Source: an optimization exercise on an open RTL-to-GDS flow (aim: a short achievable clock period and few clock cycles). Production flows keep margins and buffers that such runs may drop.
The RTL was checked by simulation tests, not by an equivalence proof against the original design.
Power figures rest on the tool's default switching activity, not on a simulated workload.

### design/flow/config.mk
export PLATFORM = sky130hd
export DESIGN_NAME = ARM
export DESIGN_NICKNAME = ARM
export VERILOG_FILES = /design/flow/design.v
export SDC_FILE = /design/flow/constraint.sdc
export NUM_CORES = 4
export LEC_CHECK = 0
export CAP_MARGIN = 20
export CORE_MARGIN = 2
export CORE_UTILIZATION = 40
export PLACE_DENSITY = 0.6
export SETUP_SLACK_MARGIN = 0.4
export SLEW_MARGIN = 20
### design/flow/design.v
module ARM (
    input clk,
    input rst,
    output [31:0] imem_addr,
    input [31:0] imem_data,
    output [17:0] SRAM_ADDR,
    output [15:0] SRAM_DQ_O,
    input [15:0] SRAM_DQ_I,
    output SRAM_WE_N
);
  wire adv;   
  reg  [31:0] pc;
  wire [31:0] pc4 = pc + 32'd4;
  wire        br_taken;
  reg  [31:0] e_target;
  always @(posedge clk)
    if (rst) pc <= 32'd0;
    else if (adv) pc <= br_taken ? e_target : pc4;
  assign imem_addr = pc;
  reg [31:0] d_inst, d_pc4;
  reg        d_valid;
  always @(posedge clk)
    if (rst) begin
      d_valid <= 1'b0;
      d_inst  <= 32'd0;
      d_pc4   <= 32'd0;
    end else if (adv) begin
      d_valid <= 1'b1;
      d_inst  <= imem_data;
      d_pc4   <= pc4;
    end
  wire [3:0] d_cond = d_inst[31:28];
  wire [1:0] d_mode = d_inst[27:26];
  wire d_I = d_inst[25];
  wire [3:0] d_opc = d_inst[24:21];
  wire d_Sb = d_inst[20];
  wire [3:0] d_rn = d_inst[19:16];
  wire [3:0] d_rd = d_inst[15:12];
  wire [11:0] d_sh = d_inst[11:0];
  wire d_dp = d_valid & (d_mode == 2'b00);
  wire d_mem = d_valid & (d_mode == 2'b01) & (d_opc == 4'b0100);
  wire d_ldr = d_mem & d_Sb;
  wire d_str = d_mem & ~d_Sb;
  wire d_b = d_valid & (d_mode == 2'b10) & d_I;
  wire o_mov = d_opc == 4'b1101, o_mvn = d_opc == 4'b1111, o_add = d_opc == 4'b0100,
       o_adc = d_opc == 4'b0101, o_sub = d_opc == 4'b0010, o_sbc = d_opc == 4'b0110,
       o_and = d_opc == 4'b0000, o_orr = d_opc == 4'b1100, o_eor = d_opc == 4'b0001,
       o_cmp = d_opc == 4'b1010;
  wire d_wb = (d_dp & (o_mov | o_mvn | o_add | o_adc | o_sub | o_sbc | o_and | o_orr | o_eor)) | d_ldr;
  wire d_S = d_dp & d_Sb;
  wire a_mov = d_dp & o_mov;
  wire a_mvn = d_dp & o_mvn;
  wire a_add = (d_dp & o_add) | d_mem;
  wire a_adc = d_dp & o_adc;
  wire a_sub = d_dp & (o_sub | o_cmp);
  wire a_sbc = d_dp & o_sbc;
  wire a_orr = d_dp & o_orr;
  wire a_eor = d_dp & o_eor;
  wire a_and = d_dp & ~(o_mov | o_mvn | o_add | o_adc | o_sub | o_cmp | o_sbc | o_orr | o_eor);
  wire [3:0] d_src1 = d_rn;
  wire [3:0] d_src2 = d_str ? d_rd : d_sh[3:0];
  wire d_use1 = d_mem | (d_dp & ~(o_mov | o_mvn));
  wire d_use2 = d_str | (d_dp & ~d_I);
  wire [3:0] rotate_imm = d_sh[11:8];
  wire [7:0] immed_8 = d_sh[7:0];
  reg [31:0] shift_buffer, rot_imm;
  always @* begin
    shift_buffer = {24'd0, immed_8};
    rot_imm = shift_buffer >> (rotate_imm << 1) | shift_buffer << (32 - (rotate_imm << 1));
  end
  wire d_selimm = d_mem | d_I;
  wire [31:0] d_imm = d_mem ? {20'b0, d_sh} : rot_imm;
  wire [4:0] shift_imm = d_sh[11:7];
  wire [1:0] shift = d_sh[6:5];
  wire d_len = (shift == 2'b00) | (shift == 2'b11);
  wire [4:0] d_lamt = shift_imm;
  wire d_ren = (shift == 2'b01) | (shift == 2'b10) | ((shift == 2'b11) & (shift_imm <= 5'd5));
  wire [4:0] d_ramt = (shift == 2'b11) ? (5'd5 - shift_imm) : shift_imm;
  wire [31:0] d_target = d_pc4 + {{6{d_inst[23]}}, d_inst[23:0], 2'b00};
  reg [31:0] rf[0:15];
  reg w2_wb_en, w2_pend, w2_tag;
  reg [3:0] w2_dest;
  reg [31:0] w2_res;
  reg ld_now, ld_now_tag;
  reg [15:0] ld_lo;
  wire w2_arrive = w2_pend & ld_now & (w2_tag == ld_now_tag);
  wire [31:0] w2_val = w2_pend ? {SRAM_DQ_I, ld_lo} : w2_res;
  integer i;
  always @(posedge clk)
    if (rst) begin
      for (i = 0; i < 16; i = i + 1) rf[i] <= i;
    end else if (adv & w2_wb_en) rf[w2_dest] <= w2_val;
  wire [31:0] d_val1 = (w2_wb_en && w2_dest == d_src1) ? w2_val : rf[d_src1];
  wire [31:0] d_val2 = (w2_wb_en && w2_dest == d_src2) ? w2_val : rf[d_src2];
  reg [3:0] e_cond, e_dest;
  reg e_wb, e_S, e_ldr, e_str, e_b, e_use1, e_use2;
  reg e_mov, e_mvn, e_add, e_adc, e_sub, e_sbc, e_and, e_orr, e_eor;
  reg [31:0] e_val1, e_val2, e_imm;
  reg e_selimm, e_len, e_ren;
  reg [4:0] e_lamt, e_ramt;
  reg [2:0] e_m1, e_m2;
  reg m_wb_en, m_pend, m_tag;
  reg [3:0] m_dest;
  reg [31:0] m_res;
  reg w_wb_en, w_pend, w_tag;
  reg [3:0] w_dest;
  reg [31:0] w_res;
  always @(posedge clk)
    if (rst) begin
      {e_wb, e_S, e_ldr, e_str, e_b, e_use1, e_use2} <= 7'b0;
      {e_mov, e_mvn, e_add, e_adc, e_sub, e_sbc, e_and, e_orr, e_eor} <= 9'b0;
      e_cond <= 4'd0;
      e_dest <= 4'd0;
      e_val1 <= 32'd0;
      e_val2 <= 32'd0;
      e_imm <= 32'd0;
      e_selimm <= 1'b0;
      e_len <= 1'b0;
      e_ren <= 1'b0;
      e_lamt <= 5'd0;
      e_ramt <= 5'd0;
      e_target <= 32'd0;
      e_m1 <= 3'd0;
      e_m2 <= 3'd0;
    end else if (adv) begin
      e_cond <= d_cond;
      e_dest <= d_rd;
      e_wb <= d_wb;
      e_S <= d_S;
      e_ldr <= d_ldr;
      e_str <= d_str;
      e_b <= d_b;
      e_use1 <= d_use1;
      e_use2 <= d_use2;
      {e_mov, e_mvn, e_add, e_adc, e_sub, e_sbc, e_and, e_orr, e_eor} <=
          {a_mov, a_mvn, a_add, a_adc, a_sub, a_sbc, a_and, a_orr, a_eor};
      e_val1 <= d_val1;
      e_val2 <= d_val2;
      e_imm <= d_imm;
      e_selimm <= d_selimm;
      e_len <= d_len;
      e_ren <= d_ren;
      e_lamt <= d_lamt;
      e_ramt <= d_ramt;
      e_target <= d_target;
      e_m1 <= {d_src1 == w_dest, d_src1 == m_dest, d_src1 == e_dest};
      e_m2 <= {d_src2 == w_dest, d_src2 == m_dest, d_src2 == e_dest};
    end
  reg [3:0] flags;   
  wire fN = flags[3], fZ = flags[2], fC = flags[1], fV = flags[0];
  reg pass;
  always @* begin
    case (e_cond)
      4'd0: pass = fZ;
      4'd1: pass = ~fZ;
      4'd2: pass = fC;
      4'd3: pass = ~fC;
      4'd4: pass = fN;
      4'd5: pass = ~fN;
      4'd6: pass = fV;
      4'd7: pass = ~fV;
      4'd8: pass = fC & ~fZ;
      4'd9: pass = ~fC & fZ;
      4'd10: pass = fN == fV;
      4'd11: pass = fN != fV;
      4'd12: pass = ~fZ & (fN == fV);
      4'd13: pass = fZ | (fN != fV);
      default: pass = 1'b1;
    endcase
  end
  wire s1_w = e_m1[1] & w_wb_en;
  wire s1_m = ~s1_w & e_m1[0] & m_wb_en;
  wire s1_2 = ~s1_w & ~s1_m & e_m1[2] & w2_wb_en;
  wire s2_w = e_m2[1] & w_wb_en;
  wire s2_m = ~s2_w & e_m2[0] & m_wb_en;
  wire s2_2 = ~s2_w & ~s2_m & e_m2[2] & w2_wb_en;
  wire [31:0] op1 = s1_w ? w_res : s1_m ? m_res : s1_2 ? w2_res : e_val1;
  wire [31:0] op2 = s2_w ? w_res : s2_m ? m_res : s2_2 ? w2_res : e_val2;
  wire pend1 = (s1_w & w_pend) | (s1_m & m_pend) | (s1_2 & w2_pend);
  wire pend2 = (s2_w & w_pend) | (s2_m & m_pend) | (s2_2 & w2_pend);
  wire [31:0] shl = e_len ? (op2 << e_lamt) : 32'd0;
  wire [31:0] shr = e_ren ? (op2 >> e_ramt) : 32'd0;
  wire [31:0] a = op1;
  wire [31:0] b = e_selimm ? e_imm : (shl | shr);
  wire inv = e_sub | e_sbc;
  wire [31:0] bb = inv ? ~b : b;
  wire cin = (e_adc & fC) | e_sub | (e_sbc & ~fC);
  wire [32:0] sum = {1'b0, a} + {1'b0, bb} + {32'd0, cin};
  wire arith = e_add | e_adc | e_sub | e_sbc;
  wire [31:0] res = ({32{arith}} & sum[31:0]) | ({32{e_mov}} & b) | ({32{e_mvn}} & ~b) |
                    ({32{e_and}} & (a & b)) | ({32{e_orr}} & (a | b)) | ({32{e_eor}} & (a ^ b));
  wire rN = res[31];
  wire rZ = res == 32'd0;
  wire a_pos = ~a[31] & (a != 32'd0);
  wire b_pos = ~b[31] & (b != 32'd0);
  wire r_pos = ~res[31] & ~rZ;
  wire rC = (e_add & (a[31] ^ b[31] ^ sum[32])) | (e_adc & sum[32]);
  wire rV = ((e_add | e_adc) & ((a_pos & b_pos & res[31]) | (a[31] & b[31] & r_pos))) |
            ((e_sub | e_sbc) & ((a_pos & b[31] & res[31]) | (a[31] & b_pos & r_pos)));
  wire e_memop = (e_ldr | e_str) & pass;
  assign br_taken = e_b & pass;
  localparam [1:0] S_IDLE = 2'd0, S_STLO = 2'd1, S_LDLO = 2'd2, S_HI = 2'd3;
  reg [1:0] sst;
  reg hi_ld, ld_tag;
  reg [17:0] sa;
  reg swe_n;
  reg [15:0] sdo, st_hi;
  wire port_busy = (sst == S_STLO) | (sst == S_LDLO);
  wire stall = (e_memop & port_busy) | (pass & ((e_use1 & pend1) | (e_use2 & pend2)));
  assign adv = ~stall;
  wire issue = adv & e_memop;
  always @(posedge clk) begin
    if ((sst == S_HI) & hi_ld) ld_lo <= SRAM_DQ_I;
    if (rst) begin
      sst <= S_IDLE;
      swe_n <= 1'b1;
      ld_now <= 1'b0;
      ld_now_tag <= 1'b0;
      ld_tag <= 1'b0;
      hi_ld <= 1'b0;
      sa <= 18'd0;
      sdo <= 16'd0;
      st_hi <= 16'd0;
    end else begin
      ld_now <= (sst == S_HI) & hi_ld;
      ld_now_tag <= ld_tag;
      if (issue) begin
        sa <= {sum[18:2], 1'b0};
        swe_n <= ~e_str;
        sdo <= op2[15:0];
        st_hi <= op2[31:16];
        sst <= e_str ? S_STLO : S_LDLO;
        if (e_ldr) ld_tag <= ~ld_tag;
      end else begin
        case (sst)
          S_STLO: begin
            sa[0] <= 1'b1;
            sdo <= st_hi;
            swe_n <= 1'b0;
            sst <= S_HI;
            hi_ld <= 1'b0;
          end
          S_LDLO: begin
            sa[0] <= 1'b1;
            swe_n <= 1'b1;
            sst <= S_HI;
            hi_ld <= 1'b1;
          end
          default: begin
            swe_n <= 1'b1;
            sst <= S_IDLE;
          end
        endcase
      end
    end
  end
  assign SRAM_ADDR = sa;
  assign SRAM_WE_N = swe_n;
  assign SRAM_DQ_O = sdo;
  always @(posedge clk)
    if (rst) flags <= 4'd0;
    else if (adv & e_S & pass) flags <= {rN, rZ, rC, rV};
  wire [31:0] ld_word = {SRAM_DQ_I, ld_lo};
  wire nm_wb_en = adv ? (e_wb & pass) : m_wb_en;
  wire nm_pend = adv ? (e_ldr & pass) : m_pend;
  wire nm_tag = adv ? ~ld_tag : m_tag;
  wire [3:0] nm_dest = adv ? e_dest : m_dest;
  wire [31:0] nm_res = adv ? res : m_res;
  wire nw_wb_en = adv ? m_wb_en : w_wb_en;
  wire nw_pend = adv ? m_pend : w_pend;
  wire nw_tag = adv ? m_tag : w_tag;
  wire [3:0] nw_dest = adv ? m_dest : w_dest;
  wire [31:0] nw_res = adv ? m_res : w_res;
  wire n2_wb_en = adv ? w_wb_en : w2_wb_en;
  wire n2_pend = adv ? w_pend : w2_pend;
  wire n2_tag = adv ? w_tag : w2_tag;
  wire [3:0] n2_dest = adv ? w_dest : w2_dest;
  wire [31:0] n2_res = adv ? w_res : w2_res;
  wire am = ld_now & nm_pend & (nm_tag == ld_now_tag);
  wire aw = ld_now & nw_pend & (nw_tag == ld_now_tag);
  wire a2 = ld_now & n2_pend & (n2_tag == ld_now_tag);
  always @(posedge clk)
    if (rst) begin
      {m_wb_en, m_pend, m_tag, w_wb_en, w_pend, w_tag, w2_wb_en, w2_pend, w2_tag} <= 9'd0;
      m_dest <= 4'd0;
      w_dest <= 4'd0;
      w2_dest <= 4'd0;
      m_res <= 32'd0;
      w_res <= 32'd0;
      w2_res <= 32'd0;
    end else begin
      m_wb_en <= nm_wb_en;
      m_tag <= nm_tag;
      m_dest <= nm_dest;
      m_pend <= nm_pend & ~am;
      m_res <= am ? ld_word : nm_res;
      w_wb_en <= nw_wb_en;
      w_tag <= nw_tag;
      w_dest <= nw_dest;
      w_pend <= nw_pend & ~aw;
      w_res <= aw ? ld_word : nw_res;
      w2_wb_en <= n2_wb_en;
      w2_tag <= n2_tag;
      w2_dest <= n2_dest;
      w2_pend <= n2_pend & ~a2;
      w2_res <= a2 ? ld_word : n2_res;
    end
endmodule
### design/flow/run.sh
#!/bin/bash
# synth_recipe.tcl (not shown) runs the flow's synth.tcl, then flattens the netlist and writes it again
# the make line also repeats each setting of config.mk as NAME=value (left out here)
make -C /OpenROAD-flow-scripts/flow DESIGN_CONFIG=/design/flow/config.mk WORK_HOME=/design/flow/orfs CLKGATE_MAP_FILE= SYNTH_SCRIPT=/design/flow/synth_recipe.tcl finish
### design/flow/constraint.sdc
create_clock -name core_clock -period 21.0 [get_ports {clk}]
set_input_delay 4.2000 -clock core_clock [delete_from_list [all_inputs] [get_ports {clk}]]
set_output_delay 4.2000 -clock core_clock [all_outputs]
set_load 0.01 [all_outputs]
==> out/qor.yml, run 1 <==
irDropWorstVdd_uv: 70.1
drc: 0
slew_violations: 0
status: "timing/DRC/antenna clean"
clock_latency_ns: 0.77
drt-total-wl_um: 246000
slew_headroom_pct: 14.1
grt.overflow.total: 0
setup_violations: 0
final_cell_area_sq_um: 65400
placed_area_sq_um: 61800
antenna_found_initial: 8
p_sw_share_pct: 29.0
fin_tns_setup_ns: 0
synth-seq-area-share_pct: 42.1
crit_path_end_kind: "flop"
p_clk_share_pct: 40.1
first_global_vias: 48500
synth-main-ff-cell: "edfxtp_1"
ys_warn_count: 1
cts.sinks: 973
cp_data_arrival_time_ns: 9.31
cts_tree: "yes"
grt_pass1_wl_um: 351000
pwr-share-comb_pct: 15.3
placed_cells: 7806
synthArstFlopShare_pct: 0
num_rows: 140
post_cts_buffers: 0
die_height_um: 387
p_sw_mw: 1.38
fin_crit_ns: 8.69
nFillCells: 13900
crit_required_ns: 21.63
gp_congestion: 1.02
cts_made_buffers: 106
htreeDepth: 3
synth_nets: 6314
hp-class: "flop to flop"
synthTopCellsByArea: "edfxtp_1, dfxtp_1, mux4_2"
leakagePower_nw: 22.5
cts_resized: 0
synth_edf_count: 528
synthCells: 6129
crit_fanout: 75
grt_setup_unrepaired: "false"
grt_use_total_pct: 31.8
p_int_mw: 3.39
clock_skew_ns: 0.0768
final_util_pct: 44.9
synth.distinct_cells: 101
vias: 51400
instances_no_fill: 8011
drv_cap: 0
hpwl_um: 170000
hold_buffers: 0
ys_seq_elements: 973
wl_per_cell_um: 30.7
fin_nets: 6183
coreArea_sq_um: 146000
power_density_nw_per_um2: 73.1
drive_gt1_share_pct: 12.8
clkSlewWorstSetupHoldPaths_ns: 0.07
syn_area_sq_um: 58800
pwr-share-seq_pct: 44.5
die-area_sq_um: 150000
synth.top_cell.area_share_pct: 27.0
period_share_pct: 41.4
clockBufferDepth: 3
firstDrtPassIters: 6
grt_max_degree: 195
vias_per_cell: 6.42
chipWidth_um: 387
final_common_cell: "nor2_1"
ioPinCount: 117
drt_iter0_drc: 6404
cts-root-buf: "clkbuf_16"
crit_type: "flop to flop"
fmax_mhz: 115
startpoint_type: "flop"
max_slew.worst_pin.slew_ns: 1.28
mostFrequentLayoutCells: "nor2_1, nand2_1, edfxtp_1"
syn_area_per_cell_sq_um: 9.59
io_buffers: 116
synth_top_area_cell: "edfxtp_1"
start_util_pct: 40.3
ant_nets: 0
hold_viol: 0
area_delta_synth_final_pct: 11.2
[Yosys cell counts (all sizes together), types with 20 or more instances]
cell type	number
o31ai	24
mux2i	163
mux4	328
a21oi	357
o2111ai	31
o211ai	58
nand2b	37
nand4	25
a221oi	31
nand3	142
or3	29
ha	132
and3	48
nor2	1056
xor2	46
xnor2	95
a22oi	23
nor2b	28
o22ai	23
a211oi	188
a311oi	70
a31oi	58
a21o	20
clkbuf	436
nor3	123
buf	101
nor3b	25
inv	106
o221ai	30
nor4	70
edfxtp	528
o21ai	163
and2	24
nand3b	28
nand2	784
dfxtp	445
[power groups by stage]
stage	Combinational, mW	Sequential, mW	Clock [mW]
floorplan	0.456	2.13	0
global placement	0.709	2.16	0
detailed placement	0.711	2.16	0
CTS	0.713	2.12	1.94
global route	0.765	2.13	2.01
finish	0.732	2.13	1.92
[metrics by stage]
| step | hold slack [ns] | worst slack, ns | power [mW] |
|---|---|---|---|
| 2_1_floorplan | 0.427 | 14.17 | 2.59 |
| 3_3_place_gp | 0.438 | 12.38 | 2.87 |
| 3_5_place_dp | 0.445 | 12.26 | 2.88 |
| 4_1_cts | 0.455 | 12.59 | 4.78 |
| 5_1_grt | 0.466 | 12.02 | 4.91 |
| 6_report | 0.453 | 12.31 | 4.78 |
[cells by family after synthesis]
family	after synthesis	synth area share, %
xor gates and xnor gates	141	2.10
muxes	500	15.5
and+or+nand+nor	2479	18.4
adders and majority gates	135	2.91
DFF	973	42.1
AOI/OAI and AO/OA	1255	14.6
buffers and inverters	646	4.34
[routing by layer]
metal / vias to the layer above / track usage, % / wire, um
li1: 22500 / - / -
met1: 25700 / 41.8 / 97500
met2: 2685 / 48.8 / 110000
met3: 621 / 5.73 / 21000
met4: 12 / 19.2 / 17400
met5: - / 0 / 70
[registers in the layout, indices dropped and copies added (netlist names), 5 cells and up]
name      count
e_val2       32
st_hi        16
e_imm        32
ld_lo        16
e_lamt        5
e_target     32
w2_res       32
d_pc4        32
d_inst       32
w_res        32
sa           18
sdo          16
rf          512
pc           32
m_res        32
e_val1       32
[final timing paths]
kind | startpoint | end | slack, ns | cells after the start
hold reg to reg | d_inst[30] | d_inst[30] | 0.45 | 2
setup reg to reg | w_wb_en | flags[0] | 12.31 | 22
setup / recovery | w_wb_en | flags[0] | 12.31 | 22
hold / removal | d_inst[30] | d_inst[30] | 0.45 | 2
[critical path, cell delays in order (launching register included)]
cell       delay [ns]
dfxtp_1          0.83
and2_4           0.84
nor4_1           0.26
or3_1            0.49
mux4_2           0.56
a222oi_1         0.71
a32oi_1          0.14
a2bb2oi_1        0.79
xnor2_1          0.14
ha_1             0.40
a211oi_1         0.28
o21ai_0          0.19
a2111o_1         0.45
nand2_1          0.12
o21ai_0          0.14
xor2_1           0.20
a221oi_1         0.48
nand4_1          0.26
nor4_1           0.28
nand4_1          0.15
nor4_1           0.42
nand4_1          0.22
and3b_1          0.22
[final cells by class]
| cell class | count | area (sq um) | area share [%] |
|---|---|---|---|
| multi-input combinational | 4510 | 31700 | 48.5 |
| antenna | 5 | 12.5 | 0.0191 |
| clock inverter | 67 | 707 | 1.08 |
| sequential | 973 | 24800 | 37.9 |
| clock buffer | 132 | 2820 | 4.31 |
| tap | 1917 | 2400 | 3.67 |
| timing repair buffer | 298 | 2570 | 3.93 |
| inverter | 109 | 409 | 0.626 |
Testbench counts, summed over its fixed seeds: cycles 43,177.
==> inputs of run 2 (changes only) <==
==> design/flow/config.mk (replaced) <==
export PLATFORM = sky130hd
export DESIGN_NAME = ARM
export DESIGN_NICKNAME = ARM
export VERILOG_FILES = /design/flow/design.v
export SDC_FILE = /design/flow/constraint.sdc
export NUM_CORES = 4
export LEC_CHECK = 0
export CAP_MARGIN = 70
export CORE_MARGIN = 2
export CORE_UTILIZATION = 55
export PLACE_DENSITY = 0.7
export SETUP_SLACK_MARGIN = 0.4
export SLEW_MARGIN = 70
==> run 2 against run 1 <==
Effect of this change: cell count shrank 5.3%; largest power group unchanged; final area grew 4.8%; sequential share of layout area down 1.7 points; sequential power about the same; die area is 27% lower; synthesized area unchanged; flip-flop and latch count unchanged; via count grew 3.5%.
==> out/qor.yml, run 2 <==
synth.distinct_cells: 101
ant_nets: 0
synthCells: 6129
fmax_mhz: 121
pwr-share-comb_pct: 16.3
p_sw_share_pct: 28.4
coreArea_sq_um: 106000
start_util_pct: 55.6
grt.overflow.total: 0
regMostFlops: "rf"
startpoint_type: "flop"
wl_met1_um: 87300
synth_edf_count: 528
fin_tns_setup_ns: 0
syn_area_sq_um: 58800
io_buffers: 116
chipWidth_um: 331
nFillCells: 8350
fin_crit_ns: 8.26
seqCellArea_sq_um: 24800
p_clk_share_pct: 39.8
synth-main-ff-cell: "edfxtp_1"
first_global_vias: 49500
synth_common_cells: "nor2_1, nand2_1, edfxtp_1"
synth_top_area_cell: "edfxtp_1"
fin_nets: 6282
area_delta_synth_final_pct: 16.6
power.total_mw: 4.86
cts.sinks: 973
power_density_nw_per_um2: 70.9
post_cts_buffers: 0
worst_slack_ns: 12.74
wl_met3_um: 28300
drt_iter0_drc: 7667
hpwl_um: 170000
pwr-share-seq_pct: 43.8
ioPinCount: 117
status: "timing/DRC/antenna clean"
grt_pass1_wl_um: 345000
mostFrequentLayoutCells: "nor2_1, nand2_1, edfxtp_1"
ys_warn_count: 1
synth_nets: 6314
grt_max_degree: 78
syn_area_per_cell_sq_um: 9.59
synth.top_cell.area_share_pct: 27.0
irDropWorstVdd_uv: 81.6
highest_layer: "met5"
final_util_pct: 64.8
hold_buffers: 0
ys_seq_elements: 973
path_common_cell: "buf_16"
multi_input_area_sq_um: 33400
period_share_pct: 39.4
final_common_cell: "nor2_1"
slew_violations: 0
vias_per_cell: 7.02
htreeDepth: 3
clock_skew_ns: 0.102
firstDrtPassIters: 7
crit_path_end_kind: "flop"
clock_latency_ns: 0.74
gp_congestion: 1.10
synthTopCellsByArea: "edfxtp_1, dfxtp_1, mux4_2"
max_slew.worst_pin.slew_ns: 0.503
slew_headroom_pct: 66.3
synthArstFlopShare_pct: 0
grt_setup_unrepaired: "false"
crit_required_ns: 21.63
grt_use_total_pct: 43.3
clkSlewWorstSetupHoldPaths_ns: 0.07
clockBufferDepth: 3
critical_path.slowest_cell: "clkdlybuf4s50_1"
placed_cells: 7365
wl_per_cell_um: 31.7
wl_met2_um: 105000
p_sw_mw: 1.38
hp-class: "flop to flop"
largest_reg_flops: 512
die_height_um: 331
drive_gt1_share_pct: 18.2
die-area_sq_um: 110000
cp_data_arrival_time_ns: 8.89
leakagePower_nw: 23.9
crit_fanout: 21
setup_violations: 0
drv_cap: 0
antenna_found_initial: 7
crit_type: "flop to flop"
instances_no_fill: 7584
place_ws_ns: 13.10
num_rows: 119
cts_resized: 0
drc: 0
hold_viol: 0
synth_most_common_cell: "nor2_1"
drt-total-wl_um: 241000
cts_made_buffers: 104
vias: 53200
slowest_delay_ns: 0.59
p_int_mw: 3.48
cts-root-buf: "clkbuf_16"
synth-seq-area-share_pct: 42.1
cts_tree: "yes"
## run 2: cell counts after synthesis
No cell type changed its count.
## run 2: cell families after synthesis
group	count (synthesis)	synth area share [%]
muxes	500	15.5
buffers and inverters	646	4.34
AOI/OAI and AO/OA	1255	14.6
and+or+nand+nor	2479	18.4
xor gates and xnor gates	141	2.10
DFF	973	42.1
adders and majority gates	135	2.91
## run 2: per-stage QoR
stage	hold slack [ns]	cell area, sq um
6_report	0.449	68500
3_3_place_gp	0.438	61100
5_1_grt	0.459	68500
2_1_floorplan	0.427	58800
4_1_cts	0.440	67900
3_5_place_dp	0.442	64300
## run 2: power by group through the flow
stage | sequential (mW) | combinational (mW) | clock [mW]
2_1_floorplan | 2.13 | 0.456 | 0
3_3_place_gp | 2.16 | 0.697 | 0
3_5_place_dp | 2.17 | 0.754 | 0
4_1_cts | 2.13 | 0.759 | 1.95
5_1_grt | 2.13 | 0.824 | 2.01
6_report | 2.13 | 0.794 | 1.94
## run 2: metal layers
metal  GRT usage [%]  vias to the layer above
met5           0.348                        -
met4            29.0                        2
met3            10.5                      838
met2            65.0                     3846
met1            55.9                    25900
li1                -                    22700
## run 2: critical path: cells and delay by family, from the launching register on
kind | cells | cell delay, ns
adder cells (fa/ha/maj) | 1 | 0.41
buffers and inverters | 7 | 1.68
AO/OA/AOI/OAI | 6 | 1.77
AND/OR/NAND/NOR | 11 | 2.76
multiplexers | 3 | 0.84
XOR/XNOR | 1 | 0.12
flip-flops | 1 | 0.56
## run 2: area by class of cell
type / count / area share, %
Multi-Input combinational cell: 4510 / 48.8
Sequential cell: 973 / 36.2
Timing Repair Buffer: 399 / 6.61
Clock buffer: 140 / 4.19
Tap cell: 1391 / 2.54
Clock inverter: 56 / 1.07
Inverter: 109 / 0.612
Antenna cell: 6 / 0.0219
## run 2: worst paths after layout
| check | from | to | slack (ns) | cells after the start |
|---|---|---|---|---|
| hold / removal | d_pc4[1] | e_target[1] | 0.45 | 2 |
| setup / recovery | w_wb_en | flags[0] | 12.74 | 29 |
| setup reg to reg | w_wb_en | flags[0] | 12.74 | 29 |
| hold reg to reg | d_pc4[1] | e_target[1] | 0.45 | 2 |

[what the ideal ports hide]
The flow's constraints put no driver on any port. The routed layouts listed below were extracted and timed again, unchanged, in two steps. Step 1 assumes that a clkbuf_16 drives the clock port and a buf_2 every other input. Step 2, shift: input delay + t, output delay - t, t = (earliest + latest rising clock arrival at the registers) / 2. This alone moves slack from input paths to output paths. a / b / c = ideal / step 1 / step 2; a / b = the first two.
run	t (ns)	slack for setup (ns)	hold slack, ns	worst setup path after step 2	worst slew at a driven data input, ns
run 1	0.808	12.312 / 12.312 / 12.276	0.453 / 0.453 / 0.453	input to register	0.09
run 2	0.777	12.737 / 12.737 / 12.737	0.449 / 0.449 / 0.449	register to register	0.06
After both steps every run listed still meets setup and hold. For run 1, which loses most, drivers alone change the setup slack by 0.000 ns; drivers and shift together by -0.036 ns.
